This design comes from an exercise in tuning for small area on the open sky130 flow, not from production work. In this exercise RTL edits were held to simulation tests only and were not proved equivalent to the original. Power and IR drop assume default switching activity.

## Tradeoff_52bits
module Tradeoff_52bits(clk, rst_n, W, found, N);
input clk, rst_n;
input [68:0] W;
output found;
output reg [52:0] N;
localparam [16:0] A = 17'd50861;
localparam [1:0] P1 = 2'd0, SRCH = 2'd1, BRW = 2'd2, HENS = 2'd3;
reg [1:0] ph;
reg [6:0] cnt;           
reg [2:0] kk;            
reg sc;                  
reg cyc;                 
reg sgn;                 
reg [15:0] V;            
reg [6:0] bc, bb;        
reg bsc, bsh;            
wire p1 = (ph == P1);
wire [1:0] car = {sc, cyc};   
wire srch = (ph == SRCH);
wire brw = (ph == BRW);
wire hens = (ph == HENS);
assign found = hens & (cnt == 7'd53);
wire [4:0] sub = {kk, sc, cyc};
reg [6:0] cnt1;
reg [4:0] sub1;
reg icy;
integer ii;
always @(*) begin
    icy = 1'b1;
    for (ii = 0; ii < 7; ii = ii + 1) begin
        cnt1[ii] = cnt[ii] ^ icy;
        icy = icy & cnt[ii];
    end
    icy = 1'b1;
    for (ii = 0; ii < 5; ii = ii + 1) begin
        sub1[ii] = sub[ii] ^ icy;
        icy = icy & sub[ii];
    end
end
wire wi = W[cnt];
wire [6:0] t = ~cnt;
wire valid = ~(bc[6] & bc[5]);
wire dc = (cnt == bc);
wire db = (cnt == bb);
wire dp = (dc & bsc) | (db & bsh);       
wire dm = (dc & ~bsc) | (db & ~bsh);     
wire d2 = dc & db;                       
wire kgt = (kk[2] & ~t[6]) | (~(kk[2] ^ t[6]) & ((kk[1] & ~t[5]) | (~(kk[1] ^ t[5]) & kk[0] & ~t[4])));
wire is_dbl = (t[6] & t[2]) | kgt;
wire dbl = srch & is_dbl & (t != 7'd0);
wire chk = srch & ~is_dbl;
reg [1:0] carn;
always @(*) begin
    case ({car, d2, dp, dm, wi})
        6'b000000: carn = 2'b00;
        6'b000001: carn = 2'b00;
        6'b000100: carn = 2'b11;
        6'b000101: carn = 2'b00;
        6'b000010: carn = 2'b00;
        6'b000011: carn = 2'b01;
        6'b001100: carn = 2'b11;
        6'b001101: carn = 2'b11;
        6'b001010: carn = 2'b01;
        6'b001011: carn = 2'b01;
        6'b001110: carn = 2'b00;
        6'b001111: carn = 2'b00;
        6'b010000: carn = 2'b00;
        6'b010001: carn = 2'b01;
        6'b010100: carn = 2'b00;
        6'b010101: carn = 2'b00;
        6'b010010: carn = 2'b01;
        6'b010011: carn = 2'b01;
        6'b011100: carn = 2'b11;
        6'b011101: carn = 2'b00;
        6'b011010: carn = 2'b01;
        6'b011110: carn = 2'b00;
        6'b011111: carn = 2'b01;
        6'b110000: carn = 2'b11;
        6'b110001: carn = 2'b00;
        6'b110100: carn = 2'b11;
  ...
clock: 110.0 ns
lec_check: 0
cap_margin: 0
core_margin: 2
core_utilization: 30
gpl_timing_driven: 0
slew_margin: 0
standard.sh (not shown) runs the stock make flow with config.mk's settings and CLKGATE_MAP_FILE= SYNTH_SCRIPT=/design/flow/synth_recipe.tcl, a recipe that flattens the netlist after the stock synthesis.
==> flow/flow/run.sh <==
#!/bin/bash
# The standard layout, with these changes:
#  - synthesis maps all the logic with an area-oriented ABC script
#    (flow/abc.script: SAT-based resynthesis, then area-recovering mapping)
#    instead of ORFS's delay-oriented one, and leaves the adders to ABC too
#    (no separate full/half adder extraction); everything else in synthesis
#    is the standard synth_recipe.tcl, so the registers are the standard ones;
#  - the port buffers use the smallest buffer cell;
#  - clock tree synthesis inserts no dummy loads.
set -euo pipefail
cp -r "$FLOW_HOME/scripts" scripts_area
cp flow/abc.script scripts_area/abc_speed.script
cp flow/abc.script scripts_area/abc_area.script
SCRIPTS_DIR="$PWD/scripts_area" ADDER_MAP_FILE= bash standard.sh synth > synth.log 2>&1
export BUFFER_PORTS_ARGS="-buffer_cell sky130_fd_sc_hd__buf_1"
export CTS_ARGS="-sink_clustering_enable -repair_clock_nets -buf_list sky130_fd_sc_hd__clkbuf_8 -dont_use_dummy_load"
bash standard.sh > layout.log 2>&1
==> flow/flow/abc.script <==
strash
&get -n
&deepsyn -J 50
&put
&get -n
&dch -f
&nf -R 1000 -F 8 -A 4 -C 32
&put
Then changed:
--- a/flow/design.v
+++ b/flow/design.v
@@ -35,21 +35,21 @@
     icy = 1'b1;
     for (ii = 0; ii < 5; ii = ii + 1) begin
         sub1[ii] = sub[ii] ^ icy;
         icy = icy & sub[ii];
     end
 end
 wire wi = W[cnt];
 wire [6:0] t = ~cnt;
 wire valid = ~(bc[6] & bc[5]);
 wire dc = (cnt == bc);
-wire db = (cnt == bb);
+wire db = valid & (cnt == bb);
 wire dp = (dc & bsc) | (db & bsh);       
 wire dm = (dc & ~bsc) | (db & ~bsh);     
 wire d2 = dc & db;                       
 wire kgt = (kk[2] & ~t[6]) | (~(kk[2] ^ t[6]) & ((kk[1] & ~t[5]) | (~(kk[1] ^ t[5]) & kk[0] & ~t[4])));
 wire is_dbl = (t[6] & t[2]) | kgt;
 wire dbl = srch & is_dbl & (t != 7'd0);
 wire chk = srch & ~is_dbl;
 reg [1:0] carn;
 always @(*) begin
     case ({car, d2, dp, dm, wi})
@@ -185,24 +185,22 @@
     better = ~sc & bsc;
     for (li = 0; li < 7; li = li + 1)
         better = (~cnew[li] & bc[li]) | (~(cnew[li] ^ bc[li]) & better);
 end
 wire hit = chk & pat & bok & better;
 wire [15:0] Vn = S[16:1];
 always @(posedge clk) begin
     N <= {odd, N[52:1]};
     if (p1 | hens | ldr | dbl)
         V <= Vn;
-    if (p1) begin
+    if (p1)
         bc[6:5] <= 2'b11;
-        bb[6:5] <= 2'b11;
-    end
     else if (hit) begin
         bc <= cnew; bsc <= sc; bb <= bnew; bsh <= ~S[16];
     end
     if (~cyc) sgn <= S[16];
     if (p1 | dbl)
         {kk, sc, cyc} <= 5'd0;
     else if (chk)
         {kk, sc, cyc} <= sub1;
     else if (brw)
         {sc, cyc} <= carn;
After rerunning:
- worst setup slack loses 1300 ps
- synthesized cell count goes up by 0.78%
- wire length drops by 1.0%
- clock-buffer cell count stays the same
- power goes down by 0.52%
- clock power is about the same
- sequential share of layout area is higher by 0.11 points
- utilization barely changes

---

== red ==
The RTL this note starts from:
==> flow/design.v <==
`timescale 1ns/1ps
module Tradeoff_52bits(clk, rst_n, W, found, N);
input clk, rst_n;
input [68:0] W;
output found;
output reg [52:0] N;
localparam [16:0] A = 17'd50861;
localparam [1:0] P1 = 2'd0, SRCH = 2'd1, BRW = 2'd2, HENS = 2'd3;
reg [1:0] ph;
reg [6:0] cnt;           
reg [2:0] kk;            
reg sc;                  
reg cyc;                 
reg sgn;                 
reg [15:0] V;            
reg [6:0] bc, bb;        
reg bsc, bsh;            
wire p1 = (ph == P1);
wire [1:0] car = {sc, cyc};   
wire srch = (ph == SRCH);
wire brw = (ph == BRW);
wire hens = (ph == HENS);
assign found = hens & (cnt == 7'd53);
wire [4:0] sub = {kk, sc, cyc};
reg [6:0] cnt1;
reg [4:0] sub1;
reg icy;
integer ii;
always @(*) begin
    icy = 1'b1;
    for (ii = 0; ii < 7; ii = ii + 1) begin
        cnt1[ii] = cnt[ii] ^ icy;
        icy = icy & cnt[ii];
    end
    icy = 1'b1;
    for (ii = 0; ii < 5; ii = ii + 1) begin
        sub1[ii] = sub[ii] ^ icy;
        icy = icy & sub[ii];
    end
end
wire wi = W[cnt];
wire [6:0] t = ~cnt;
wire valid = ~(bc[6] & bc[5]);
wire dc = (cnt == bc);
wire db = valid & (cnt == bb);
wire dp = (dc & bsc) | (db & bsh);       
wire dm = (dc & ~bsc) | (db & ~bsh);     
wire d2 = dc & db;                       
wire kgt = (kk[2] & ~t[6]) | (~(kk[2] ^ t[6]) & ((kk[1] & ~t[5]) | (~(kk[1] ^ t[5]) & kk[0] & ~t[4])));
wire is_dbl = (t[6] & t[2]) | kgt;
wire dbl = srch & is_dbl & (t != 7'd0);
wire chk = srch & ~is_dbl;
reg [1:0] carn;
always @(*) begin
    case ({car, d2, dp, dm, wi})
        7'b000000: carn = 2'b00;
        7'b000001: carn = 2'b00;
        7'b000100: carn = 2'b11;
        7'b000101: carn = 2'b00;
        7'b000010: carn = 2'b00;
        7'b000011: carn = 2'b01;
        7'b001100: carn = 2'b11;
        7'b001101: carn = 2'b11;
        7'b001010: carn = 2'b01;
        7'b001011: carn = 2'b01;
        7'b001110: carn = 2'b00;
        7'b001111: carn = 2'b00;
        7'b010000: carn = 2'b00;
        7'b010001: carn = 2'b01;
        7'b010100: carn = 2'b00;
        7'b010101: carn = 2'b00;
        7'b010010: carn = 2'b01;
        7'b010011: carn = 2'b01;
        7'b011100: carn = 2'b11;
        7'b011101: carn = 2'b00;
        7'b011010: carn = 2'b01;
        7'b011110: carn = 2'b00;
        7'b011111: carn = 2'b01;
        7'b110000: carn = 2'b11;
        7'b110001: carn = 2'b00;
        7'b110100: carn = 2'b11;
        7'b110101: carn = 2'b11;
        7'b110010: carn = 2'b00;
        7'b110011: carn = 2'b00;
        7'b111101: carn = 2'b11;
        7'b111010: carn = 2'b00;
        7'b111011: carn = 2'b01;
        7'b111110: carn = 2'b11;
        7'b111111: carn = 2'b00;
        default: carn = 2'b00;
    endcase
end
wire ldr = brw & (cnt == 7'd68);
wire h0 = hens & (cnt == 7'd0);
reg [3:0] xh;
always @(*) begin
    case ({h0, d2, dp, dm, wi})
        5'b00000: xh = 4'd3;
        5'b00001: xh = 4'd2;
        5'b00100: xh = 4'd4;
        5'b00101: xh = 4'd3;
        5'b00010: xh = 4'd2;
        5'b00011: xh = 4'd1;
        5'b01100: xh = 4'd5;
        5'b01101: xh = 4'd4;
        5'b01010: xh = 4'd1;
        5'b01011: xh = 4'd0;
        5'b01110: xh = 4'd3;
        5'b01111: xh = 4'd2;
        5'b10000: xh = 4'd6;
        5'b10001: xh = 4'd5;
        5'b10100: xh = 4'd7;
        5'b10101: xh = 4'd6;
        5'b10010: xh = 4'd5;
        5'b10011: xh = 4'd4;
        5'b11100: xh = 4'd8;
        5'b11101: xh = 4'd7;
        5'b11010: xh = 4'd4;
        5'b11011: xh = 4'd3;
        5'b11110: xh = 4'd6;
        5'b11111: xh = 4'd5;
        default: xh = 4'd0;
    endcase
end
wire [3:0] xd = p1 ? {3'b000, wi} : xh;
wire xzero = (p1 & (cnt == 7'd0)) | ldr;
wire [16:0] X = xzero ? 17'd0 : (dbl ? {V[14:0], 2'b00} : {1'b0, V});
wire odd = X[0] ^ xd[0];
reg f;
integer fi;
always @(*) begin
    f = 1'b1;                       
    for (fi = 0; fi < 16; fi = fi + 1)
        f = ((16'd25431 >> fi) & 16'd1) ? (V[fi] & f) : (V[fi] | f);
end
reg [15:0] Kc;
always @(*) begin
    case (kk)
        3'd0: Kc = 16'd1;
        3'd1: Kc = 16'd22819;
        3'd2: Kc = 16'd42704;
        3'd3: Kc = 16'd16677;
        default: Kc = 16'd10461;
    endcase
end
wire [16:0] T1 = chk ? ({1'b0, Kc} ^ {17{sc}}) :
                 ldr ? ((carn == 2'b11) ? 17'd282 : (carn == 2'b01) ? 17'd130790 : 17'd0) :
                 dbl ? 17'd0 : {13'd0, xd};
wire cin = chk & sc;
wire m1 = chk ? (sc ? cyc : ~cyc) : (p1 | hens) ? odd : 1'b0;
wire m2 = chk ? (~sc & cyc & ~sgn) : dbl ? f : ldr ? (carn == 2'b01) : 1'b0;
wire mneg = chk ? (sc ? ~sgn : 1'b1) : dbl;
wire [16:0] Am = (m1 ? A : 17'd0) | (m2 ? {A[15:0], 1'b0} : 17'd0);
wire [16:0] T2 = Am ^ {17{mneg}};      
reg [16:0] S, ps, pc;
reg ac;
integer ai;
always @(*) begin
    for (ai = 0; ai < 17; ai = ai + 1) begin
        ps[ai] = X[ai] ^ T1[ai] ^ T2[ai];
        pc[ai] = (X[ai] & T1[ai]) | (T2[ai] & (X[ai] ^ T1[ai]));
    end
    ac = cin;
    S[0] = ps[0] ^ mneg ^ ac;
    ac = (ps[0] & mneg) | (ac & (ps[0] ^ mneg));
    for (ai = 1; ai < 17; ai = ai + 1) begin
        S[ai] = ps[ai] ^ pc[ai-1] ^ ac;
        ac = (ps[ai] & pc[ai-1]) | (ac & (ps[ai] ^ pc[ai-1]));
    end
end
wire [15:0] lo = S[15:0] & ~{S[14:0], 1'b0};
wire [3:0] e = {|(lo & 16'hff00), |(lo & 16'hf0f0), |(lo & 16'hcccc), |(lo & 16'haaaa)};
reg any_, mul_;
integer q;
always @(*) begin
    any_ = 1'b0; mul_ = 1'b0;
    for (q = 0; q < 16; q = q + 1) begin
        mul_ = mul_ | (any_ & S[q]);
        any_ = any_ | S[q];
    end
end
wire onehot = ~S[16] & any_ & ~mul_;
wire negpat = S[16] & S[15] & ~(|(S[14:0] & ~S[15:1]));
wire pat = onehot | negpat;
wire [6:0] e7 = {3'b000, e};
reg [6:0] bnew;
reg bcy;
integer bi;
always @(*) begin
    bcy = 1'b0;
    for (bi = 0; bi < 7; bi = bi + 1) begin
        bnew[bi] = t[bi] ^ e7[bi] ^ bcy;
        bcy = (t[bi] & e7[bi]) | (bcy & (t[bi] ^ e7[bi]));
    end
end
wire bok = ~(bnew[6] & (|bnew[5:2]));
reg [2:0] ch;
reg chb;
integer ci;
always @(*) begin
    chb = 1'b0;
    for (ci = 0; ci < 3; ci = ci + 1) begin
        ch[ci] = t[ci+4] ^ kk[ci] ^ chb;
        chb = (~t[ci+4] & kk[ci]) | (chb & ~(t[ci+4] ^ kk[ci]));
    end
end
wire [6:0] cnew = {ch, t[3:0]};
reg better;
integer li;
always @(*) begin
    better = ~sc & bsc;
    for (li = 0; li < 7; li = li + 1)
        better = (~cnew[li] & bc[li]) | (~(cnew[li] ^ bc[li]) & better);
end
wire hit = chk & pat & bok & better;
wire [15:0] Vn = S[16:1];
always @(posedge clk) begin
    N <= {odd, N[52:1]};
    if (p1 | hens | ldr | dbl)
        V <= Vn;
    if (p1)
        bc[6:5] <= 2'b11;
    else if (hit) begin
        bc <= cnew; bsc <= sc; bb <= bnew; bsh <= ~S[16];
    end
    if (~cyc) sgn <= S[16];
    if (p1 | dbl)
        {kk, sc, cyc} <= 5'd0;
    else if (chk)
        {kk, sc, cyc} <= sub1;
    else if (brw)
        {sc, cyc} <= carn;
end
always @(posedge clk or negedge rst_n) begin
    if (!rst_n) begin
        ph <= P1; cnt <= 7'd0;
    end else begin
        case (ph)
            P1: begin
                if (cnt == 7'd68) begin ph <= SRCH; cnt <= ~7'd69; end
                else cnt <= cnt1;
            end
            SRCH: begin
                if (is_dbl) begin
                    cnt <= cnt1;
                    if (t == 7'd0) ph <= valid ? BRW : HENS;
                end
            end
            BRW: begin
                if (cnt == 7'd68) begin ph <= HENS; cnt <= 7'd0; end
                else cnt <= cnt1;
            end
            default: begin
                if (cnt == 7'd53) begin ph <= P1; cnt <= 7'd0; end
                else cnt <= cnt1;
            end
        endcase
    end
end
endmodule
export LEC_CHECK = 0
export CAP_MARGIN = 0
export CORE_MARGIN = 2
export CORE_UTILIZATION = 30
export GPL_TIMING_DRIVEN = 0
export SLEW_MARGIN = 0
create_clock -name core_clock -period 110.0 [get_ports {clk}]
==> flow/flow/run.sh <==
#!/bin/bash
# The standard layout, with these changes:
#  - synthesis maps the logic with an area-oriented ABC script (flow/abc.script:
#    SAT-based resynthesis, then area-recovering mapping) instead of ORFS's
#    delay-oriented one; everything else in synthesis is the standard
#    synth_recipe.tcl, so the registers are the standard ones;
#  - the port buffers use the smallest buffer cell;
#  - clock tree synthesis inserts no dummy loads.
set -euo pipefail
cp -r "$FLOW_HOME/scripts" scripts_area
cp flow/abc.script scripts_area/abc_speed.script
cp flow/abc.script scripts_area/abc_area.script
SCRIPTS_DIR="$PWD/scripts_area" bash standard.sh synth > synth.log 2>&1
export BUFFER_PORTS_ARGS="-buffer_cell sky130_fd_sc_hd__buf_1"
export CTS_ARGS="-sink_clustering_enable -repair_clock_nets -buf_list sky130_fd_sc_hd__clkbuf_8 -dont_use_dummy_load"
bash standard.sh > layout.log 2>&1
Scripts as last shown in full above: flow/flow/abc.script
red did not stop at any stage, and its layout met the timing, DRC and antenna checks.
diff inputs: red => blue
--- a/flow/design.v
+++ b/flow/design.v
@@ -92,40 +92,13 @@
 end
 wire ldr = brw & (cnt == 7'd68);
 wire h0 = hens & (cnt == 7'd0);
-reg [3:0] xh;
-always @(*) begin
-    case ({h0, d2, dp, dm, wi})
-        5'b00000: xh = 4'd3;
-        5'b00001: xh = 4'd2;
-        5'b00100: xh = 4'd4;
-        5'b00101: xh = 4'd3;
-        5'b00010: xh = 4'd2;
-        5'b00011: xh = 4'd1;
-        5'b01100: xh = 4'd5;
-        5'b01101: xh = 4'd4;
-        5'b01010: xh = 4'd1;
-        5'b01011: xh = 4'd0;
-        5'b01110: xh = 4'd3;
-        5'b01111: xh = 4'd2;
-        5'b10000: xh = 4'd6;
-        5'b10001: xh = 4'd5;
-        5'b10100: xh = 4'd7;
-        5'b10101: xh = 4'd6;
-        5'b10010: xh = 4'd5;
-        5'b10011: xh = 4'd4;
-        5'b11100: xh = 4'd8;
-        5'b11101: xh = 4'd7;
-        5'b11010: xh = 4'd4;
-        5'b11011: xh = 4'd3;
-        5'b11110: xh = 4'd6;
-        5'b11111: xh = 4'd5;
-        default: xh = 4'd0;
-    endcase
-end
-wire [3:0] xd = p1 ? {3'b000, wi} : xh;
+wire [2:0] xh = {2'b00, dp & d2} + {2'b00, dp} + {2'b00, ~(dm & d2)} + (h0 ? 3'd3 : 3'd0);
+wire [2:0] xd = p1 ? 3'd0 : xh;
+wire sl1 = p1 ? wi : ~wi;             
+wire sl2 = ~dm;                       
 wire xzero = (p1 & (cnt == 7'd0)) | ldr;
 wire [16:0] X = xzero ? 17'd0 : (dbl ? {V[14:0], 2'b00} : {1'b0, V});
-wire odd = X[0] ^ xd[0];
+wire odd = X[0] ^ xd[0] ^ sl1 ^ (hens & sl2);
 reg f;
 integer fi;
 always @(*) begin
@@ -145,8 +118,9 @@
 end
 wire [16:0] T1 = chk ? ({1'b0, Kc} ^ {17{sc}}) :
                  ldr ? ((carn == 2'b11) ? 17'd282 : (carn == 2'b01) ? 17'd130790 : 17'd0) :
-                 dbl ? 17'd0 : {13'd0, xd};
-wire cin = chk & sc;
+                 dbl ? 17'd0 : {14'd0, xd};
+wire cin = chk ? sc : (p1 | hens) & sl1;
+wire slot0 = (chk | dbl) ? mneg : hens & sl2;
 wire m1 = chk ? (sc ? cyc : ~cyc) : (p1 | hens) ? odd : 1'b0;
 wire m2 = chk ? (~sc & cyc & ~sgn) : dbl ? f : ldr ? (carn == 2'b01) : 1'b0;
 wire mneg = chk ? (sc ? ~sgn : 1'b1) : dbl;
@@ -161,8 +135,8 @@
         pc[ai] = (X[ai] & T1[ai]) | (T2[ai] & (X[ai] ^ T1[ai]));
     end
     ac = cin;
-    S[0] = ps[0] ^ mneg ^ ac;
-    ac = (ps[0] & mneg) | (ac & (ps[0] ^ mneg));
+    S[0] = ps[0] ^ slot0 ^ ac;
+    ac = (ps[0] & slot0) | (ac & (ps[0] ^ slot0));
     for (ai = 1; ai < 17; ai = ai + 1) begin
         S[ai] = ps[ai] ^ pc[ai-1] ^ ac;
         ac = (ps[ai] & pc[ai-1]) | (ac & (ps[ai] ^ pc[ai-1]));
Results
Cell area in blue is 1.1% below red.
Summary of blue over red: wire length the detailed router placed on met1 decreased by 670 um relative to the old numbers, cell area after placement decreased by 71 um^2 relative to the old numbers, core outline area decreased by 130 um^2 relative to the old numbers.
Portion of total power attributed to combinational logic (blue over red): increase, 1.0 points
In blue relative to red, power had gone up by a few percent.
Delta (blue minus red): wire length of the first global-routing pass went down; core utilization did not really move.

[afterwards: timing with drivers on the ports]
In the flow no input, the clock included, has a driving cell. The finished layouts below were timed again as built, in two steps. Step 1 sets driving cells, clkbuf_16 on the clock port and buf_2 on the other inputs (assumed; they add their load-dependent delay and slew). Step 2, shift: input delay + t, output delay - t, t = (earliest + latest rising clock arrival at the registers) / 2. This alone moves slack from input paths to output paths. a / b / c = ideal ports / drivers / drivers and shift; a / b = the first two.
| run | t (ns) | setup slack, ns | worst setup path after step 2 | latest minus earliest clock arrival (ns) | worst register clock-pin slew, ns |
|---|---|---|---|---|---|
| the first run of note 1 | 0.400 | 75.432 / 75.446 / 75.046 | input to register | 0.026 / 0.025 | 0.10 / 0.10 |
| the second run of note 1 | 0.393 | 74.138 / 74.139 / 73.746 | input to register | 0.036 / 0.036 | 0.11 / 0.11 |
| red | 0.398 | 73.541 / 73.540 / 73.142 | input to register | 0.026 / 0.026 | 0.10 / 0.10 |
| blue | 0.406 | 73.928 / 73.937 / 73.531 | input to register | 0.036 / 0.037 | 0.11 / 0.11 |
After both steps every run listed still meets setup and hold. For red, which loses most, drivers alone change the setup slack by -0.001 ns; drivers and shift together by -0.399 ns.
